Context: an optimization exercise on an open-source flow, tuned for small area and a short achievable clock period. The choices shown serve that exercise and are no tape-out recipe. RTL that was checked went through simulation tests only; none was proved equivalent to the original.

==> job 9949: inputs <==
## DF_Fir_Tree
module DF_Fir_Tree (clk, clk_enable, reset, filter_in, filter_out);
  input clk;
  input clk_enable;
  input reset;
  input signed [15:0] filter_in;
  output signed [32:0] filter_out;
  reg signed [15:0] d0, d1, d2, d3, d4, d5, d6, d7;
  reg signed [16:0] pa, pb;
  reg signed [32:0] output_register;
  reg [32:0] Rs, Rc;
  wire signed [16:0] pa_n = (d0 + d4);
  wire signed [16:0] pb_n = (d1 + d3);
  wire t_1 = pb[1] ^ d3[0];
  wire t_2 = pb[1] & d3[0];
  wire t_3, t_4;
  fir_fa ut_3 (.a(pb[2]), .b(pb[0]), .c(d3[1]), .s(t_3), .co(t_4));
  wire t_5, t_6;
  fir_fa ut_5 (.a(~d7[0]), .b(pa[1]), .c(t_2), .s(t_5), .co(t_6));
  wire t_7 = pa[2] ^ d7[1];
  wire t_8 = pa[2] | d7[1];
  wire t_9, t_10;
  fir_fa ut_9 (.a(d0[0]), .b(pa[0]), .c(pb[3]), .s(t_9), .co(t_10));
  wire t_11, t_12;
  fir_fa ut_11 (.a(pb[1]), .b(d3[2]), .c(d6[0]), .s(t_11), .co(t_12));
  wire t_13, t_14;
  fir_fa ut_13 (.a(~pa[1]), .b(t_7), .c(t_4), .s(t_13), .co(t_14));
  wire t_15, t_16;
  fir_fa ut_15 (.a(t_9), .b(t_11), .c(t_6), .s(t_15), .co(t_16));
  wire t_17 = d0[1] ^ pa[1];
  wire t_18 = d0[1] | pa[1];
  wire t_19, t_20;
  ...
clock: 13.0 ns
lec_check: 0
cap_margin: 20
core_margin: 2
core_utilization: 40
place_density: 0.6
slew_margin: 60
synth_hierarchical: 1
synth_minimum_keep_size: 0
run.sh (not shown) runs the stock make flow with config.mk's settings and CLKGATE_MAP_FILE= SYNTH_SCRIPT=/design/flow/synth_recipe.tcl, a recipe that flattens the netlist after the stock synthesis.
==> inputs of job 1276, as changes to job 9949 <==
--- a/flow/design.v
+++ b/flow/design.v
@@ -844,15 +844,16 @@
   wire tb_119, tb_120;
   fir_fa utb_119 (.a(Rc[29]), .b(Rs[28]), .c(~Rs[29]), .s(tb_119), .co(tb_120));
   wire tb_121, tb_122;
   fir_fa utb_121 (.a(Rc[30]), .b(Rs[29]), .c(~Rs[30]), .s(tb_121), .co(tb_122));
   wire tb_123, tb_124;
   fir_fa utb_123 (.a(Rc[31]), .b(Rs[30]), .c(Rs[31]), .s(tb_123), .co(tb_124));
-  wire [32:0] r0 = {~Rs[31], tb_122, tb_120, tb_118, tb_116, tb_114, tb_112, tb_111, tb_108, ~tb_104, tb_100, tb_99, tb_92, ~tb_86, ~tb_80, tb_74, ~tb_68, ~tb_62, tb_56, ~tb_50, ~tb_44, ~tb_38, ~tb_32, ~tb_26, ~tb_20, ~tb_16, ~tb_12, ~tb_8, ~tb_4, ~tb_3, ~Rc[2], Rs[1], 1'b1};
-  wire [32:0] r1 = {tb_124, tb_123, tb_121, tb_119, tb_117, tb_115, tb_113, ~tb_110, ~tb_109, tb_107, ~tb_103, tb_96, tb_95, tb_91, ~tb_85, ~tb_79, tb_73, ~tb_67, ~tb_61, tb_55, ~tb_49, ~tb_43, ~tb_37, ~tb_31, ~tb_25, ~tb_19, ~tb_15, ~tb_11, ~tb_7, tb_2, ~tb_1, ~Rc[1], ~Rc[0]};
-  wire [32:0] sum = r0 + r1;
+  wire [32:0] n0 = {Rs[31], ~tb_122, ~tb_120, ~tb_118, ~tb_116, ~tb_114, ~tb_112, ~tb_111, ~tb_108, tb_104, ~tb_100, ~tb_99, ~tb_92, tb_86, tb_80, ~tb_74, tb_68, tb_62, ~tb_56, tb_50, tb_44, tb_38, tb_32, tb_26, tb_20, tb_16, tb_12, tb_8, tb_4, tb_3, Rc[2], ~Rs[1], 1'b0};
+  wire [32:0] n1 = {~tb_124, ~tb_123, ~tb_121, ~tb_119, ~tb_117, ~tb_115, ~tb_113, tb_110, tb_109, ~tb_107, tb_103, ~tb_96, ~tb_95, ~tb_91, tb_85, tb_79, ~tb_73, tb_67, tb_61, ~tb_55, tb_49, tb_43, tb_37, tb_31, tb_25, tb_19, tb_15, tb_11, tb_7, ~tb_2, tb_1, Rc[1], Rc[0]};
+  wire [32:0] nsum = n0 + n1 + 33'd1;
+  wire [32:0] sum = ~nsum;
   always @(posedge clk or posedge reset)
     if (reset) begin
       d0 <= 0; d1 <= 0; d2 <= 0; d3 <= 0; d4 <= 0; d5 <= 0; d6 <= 0; d7 <= 0;
       pa <= 0; pb <= 0;
       Rs <= 33'd6414442825;
       Rc <= 33'd2027188;
==> flow/flow/run.sh (new file) <==
#!/bin/bash
# Standard ORFS layout with two changes to how it is optimised:
#  - port buffers use buf_2 instead of the resizer's default pick;
#  - repair_timing aims for extra setup slack on the worst endpoints.
# Everything else (synthesis, floorplan, CTS, routing) is the standard.sh.
set -euo pipefail
bash standard.sh \
  "BUFFER_PORTS_ARGS=-buffer_cell sky130_fd_sc_hd__buf_2" \
  SETUP_SLACK_MARGIN=8.9 \
  TNS_END_PERCENT=10 \
  finish > standard_make.log 2>&1
==> flow/standard.sh (new file) <==
#!/bin/bash
# synth_recipe.tcl (not shown) runs the flow's synth.tcl, then flattens the netlist and writes it again
# the make line also repeats each setting of config.mk as NAME=value (left out here)
make -C /OpenROAD-flow-scripts/flow DESIGN_CONFIG=/design/flow/config.mk WORK_HOME=/design/flow/orfs CLKGATE_MAP_FILE= SYNTH_SCRIPT=/design/flow/synth_recipe.tcl "${@:-finish}"
CORE_UTILIZATION = 60   (was 40)
CTS_CLUSTER_DIAMETER = 100   (was not set)
CTS_CLUSTER_SIZE = 20   (was not set)
PLACE_DENSITY = 0.72   (was 0.6)
SLEW_MARGIN = 20   (was 60)
removed: flow/run.sh
==> inputs of job 5814, as changes to job 9949 <==
--- a/flow/design.v
+++ b/flow/design.v
@@ -844,15 +844,16 @@
   wire tb_119, tb_120;
   fir_fa utb_119 (.a(Rc[29]), .b(Rs[28]), .c(~Rs[29]), .s(tb_119), .co(tb_120));
   wire tb_121, tb_122;
   fir_fa utb_121 (.a(Rc[30]), .b(Rs[29]), .c(~Rs[30]), .s(tb_121), .co(tb_122));
   wire tb_123, tb_124;
   fir_fa utb_123 (.a(Rc[31]), .b(Rs[30]), .c(Rs[31]), .s(tb_123), .co(tb_124));
-  wire [32:0] r0 = {~Rs[31], tb_122, tb_120, tb_118, tb_116, tb_114, tb_112, tb_111, tb_108, ~tb_104, tb_100, tb_99, tb_92, ~tb_86, ~tb_80, tb_74, ~tb_68, ~tb_62, tb_56, ~tb_50, ~tb_44, ~tb_38, ~tb_32, ~tb_26, ~tb_20, ~tb_16, ~tb_12, ~tb_8, ~tb_4, ~tb_3, ~Rc[2], Rs[1], 1'b1};
-  wire [32:0] r1 = {tb_124, tb_123, tb_121, tb_119, tb_117, tb_115, tb_113, ~tb_110, ~tb_109, tb_107, ~tb_103, tb_96, tb_95, tb_91, ~tb_85, ~tb_79, tb_73, ~tb_67, ~tb_61, tb_55, ~tb_49, ~tb_43, ~tb_37, ~tb_31, ~tb_25, ~tb_19, ~tb_15, ~tb_11, ~tb_7, tb_2, ~tb_1, ~Rc[1], ~Rc[0]};
-  wire [32:0] sum = r0 + r1;
+  wire [32:0] n0 = {Rs[31], ~tb_122, ~tb_120, ~tb_118, ~tb_116, ~tb_114, ~tb_112, ~tb_111, ~tb_108, tb_104, ~tb_100, ~tb_99, ~tb_92, tb_86, tb_80, ~tb_74, tb_68, tb_62, ~tb_56, tb_50, tb_44, tb_38, tb_32, tb_26, tb_20, tb_16, tb_12, tb_8, tb_4, tb_3, Rc[2], ~Rs[1], 1'b0};
+  wire [32:0] n1 = {~tb_124, ~tb_123, ~tb_121, ~tb_119, ~tb_117, ~tb_115, ~tb_113, tb_110, tb_109, ~tb_107, tb_103, ~tb_96, ~tb_95, ~tb_91, tb_85, tb_79, ~tb_73, tb_67, tb_61, ~tb_55, tb_49, tb_43, tb_37, tb_31, tb_25, tb_19, tb_15, tb_11, tb_7, ~tb_2, tb_1, Rc[1], Rc[0]};
+  wire [32:0] nsum = n0 + n1 + 33'd1;
+  wire [32:0] sum = ~nsum;
   always @(posedge clk or posedge reset)
     if (reset) begin
       d0 <= 0; d1 <= 0; d2 <= 0; d3 <= 0; d4 <= 0; d5 <= 0; d6 <= 0; d7 <= 0;
       pa <= 0; pb <= 0;
       Rs <= 33'd6414442825;
       Rc <= 33'd2027188;
CTS_CLUSTER_DIAMETER = 70   (was not set)
CTS_CLUSTER_SIZE = 26   (was not set)
==> inputs of job 3276, as changes to job 9949 <==
--- a/flow/design.v
+++ b/flow/design.v
@@ -844,15 +844,16 @@
   wire tb_119, tb_120;
   fir_fa utb_119 (.a(Rc[29]), .b(Rs[28]), .c(~Rs[29]), .s(tb_119), .co(tb_120));
   wire tb_121, tb_122;
   fir_fa utb_121 (.a(Rc[30]), .b(Rs[29]), .c(~Rs[30]), .s(tb_121), .co(tb_122));
   wire tb_123, tb_124;
   fir_fa utb_123 (.a(Rc[31]), .b(Rs[30]), .c(Rs[31]), .s(tb_123), .co(tb_124));
-  wire [32:0] r0 = {~Rs[31], tb_122, tb_120, tb_118, tb_116, tb_114, tb_112, tb_111, tb_108, ~tb_104, tb_100, tb_99, tb_92, ~tb_86, ~tb_80, tb_74, ~tb_68, ~tb_62, tb_56, ~tb_50, ~tb_44, ~tb_38, ~tb_32, ~tb_26, ~tb_20, ~tb_16, ~tb_12, ~tb_8, ~tb_4, ~tb_3, ~Rc[2], Rs[1], 1'b1};
-  wire [32:0] r1 = {tb_124, tb_123, tb_121, tb_119, tb_117, tb_115, tb_113, ~tb_110, ~tb_109, tb_107, ~tb_103, tb_96, tb_95, tb_91, ~tb_85, ~tb_79, tb_73, ~tb_67, ~tb_61, tb_55, ~tb_49, ~tb_43, ~tb_37, ~tb_31, ~tb_25, ~tb_19, ~tb_15, ~tb_11, ~tb_7, tb_2, ~tb_1, ~Rc[1], ~Rc[0]};
-  wire [32:0] sum = r0 + r1;
+  wire [32:0] n0 = {Rs[31], ~tb_122, ~tb_120, ~tb_118, ~tb_116, ~tb_114, ~tb_112, ~tb_111, ~tb_108, tb_104, ~tb_100, ~tb_99, ~tb_92, tb_86, tb_80, ~tb_74, tb_68, tb_62, ~tb_56, tb_50, tb_44, tb_38, tb_32, tb_26, tb_20, tb_16, tb_12, tb_8, tb_4, tb_3, Rc[2], ~Rs[1], 1'b0};
+  wire [32:0] n1 = {~tb_124, ~tb_123, ~tb_121, ~tb_119, ~tb_117, ~tb_115, ~tb_113, tb_110, tb_109, ~tb_107, tb_103, ~tb_96, ~tb_95, ~tb_91, tb_85, tb_79, ~tb_73, tb_67, tb_61, ~tb_55, tb_49, tb_43, tb_37, tb_31, tb_25, tb_19, tb_15, tb_11, tb_7, ~tb_2, tb_1, Rc[1], Rc[0]};
+  wire [32:0] nsum = n0 + n1 + 33'd1;
+  wire [32:0] sum = ~nsum;
   always @(posedge clk or posedge reset)
     if (reset) begin
       d0 <= 0; d1 <= 0; d2 <= 0; d3 <= 0; d4 <= 0; d5 <= 0; d6 <= 0; d7 <= 0;
       pa <= 0; pb <= 0;
       Rs <= 33'd6414442825;
       Rc <= 33'd2027188;
==> flow/flow/run.sh (new file) <==
#!/bin/bash
# Standard ORFS layout with two changes to how it is optimised:
#  - port buffers use buf_2 instead of the resizer's default pick;
#  - repair_timing aims for extra setup slack on the worst endpoints.
# Everything else (synthesis, floorplan, CTS, routing) is the standard.sh.
set -euo pipefail
bash standard.sh \
  "BUFFER_PORTS_ARGS=-buffer_cell sky130_fd_sc_hd__buf_2" \
  SETUP_SLACK_MARGIN=8.9 \
  TNS_END_PERCENT=100 \
  finish > standard_make.log 2>&1
==> flow/standard.sh (new file) <==
#!/bin/bash
# synth_recipe.tcl (not shown) runs the flow's synth.tcl, then flattens the netlist and writes it again
# the make line also repeats each setting of config.mk as NAME=value (left out here)
make -C /OpenROAD-flow-scripts/flow DESIGN_CONFIG=/design/flow/config.mk WORK_HOME=/design/flow/orfs CLKGATE_MAP_FILE= SYNTH_SCRIPT=/design/flow/synth_recipe.tcl "${@:-finish}"
CTS_CLUSTER_DIAMETER = 100   (was not set)
CTS_CLUSTER_SIZE = 20   (was not set)
SLEW_MARGIN = 20   (was 60)
removed: flow/run.sh
==> comparison table <==
metric	job 5814	job 9949	job 1276	job 3276
Status	complete, no violations	complete, no violations	complete, no violations	complete, no violations
Mapped Area	0.0213 sq mm	0.0215 sq mm	0.0213 sq mm	0.0213 sq mm
Reg-to-Reg End	output_register[27]	Rc[19]	Rc[17]	Rc[18]
Buffer and inverter count on the worst path	2	1	2	1
Sequential element share of the synthesized area	30.5%	30.2%	30.5%	30.5%
Worst slew slack as a fraction of its limit	61.9%	63.1%	30.7%	29.0%
Met2 layer wire length in the routed design	26100 um	27000 um	24400 um	28000 um
Detailed-router iteration count before antenna repair	5	4	5	5
Number of core rows	84	85	68	84
Die Outline Area	0.0550 sq mm	0.0557 sq mm	0.0369 sq mm	0.0550 sq mm
Vertical die dimension	235 um	236 um	192 um	235 um
Share of cell area taken by muxes after synthesis	9.52%	10.5%	9.52%	9.52%
Global-route track usage on met1	28.9%	26.8%	43.0%	29.6%
For job 9949, only the layout was checked, not whether the RTL still works.

==> static timing again, ports no longer ideal <==
No port has a modelled driver above. Below, the same layouts with a new extraction and two added sets of constraints.
Step 1 sets driving cells, clkbuf_16 on the clock port and buf_2 on the other inputs (assumed; they add their load-dependent delay and slew).
Step 2 times the ports against the registers' clock, not the clock port: input delays grow and output delays shrink by t, the midpoint of the rising clock arrivals with the driver on.
Slacks: ideal / step 1 / step 2; pairs: ideal / step 1.
run	t, ns	slack for setup (ns)	slew at the worst register clock pin (ns)	worst data-port slew with drivers (ns)	pins driven straight from the clock port
job 9949	0.627	8.612 / 8.612 / 8.406	0.07 / 0.07	0.05	1
job 1276	0.569	8.803 / 8.803 / 8.355	0.09 / 0.09	0.05	1
job 5814	0.625	8.377 / 8.377 / 8.377	0.09 / 0.09	0.05	1
job 3276	0.594	8.837 / 8.837 / 8.528	0.09 / 0.09	0.05	1
After both steps every run listed still meets setup and hold. The setup slack of job 1276, which loses most, moves by 0.000 ns with the drivers and by -0.448 ns with both steps.
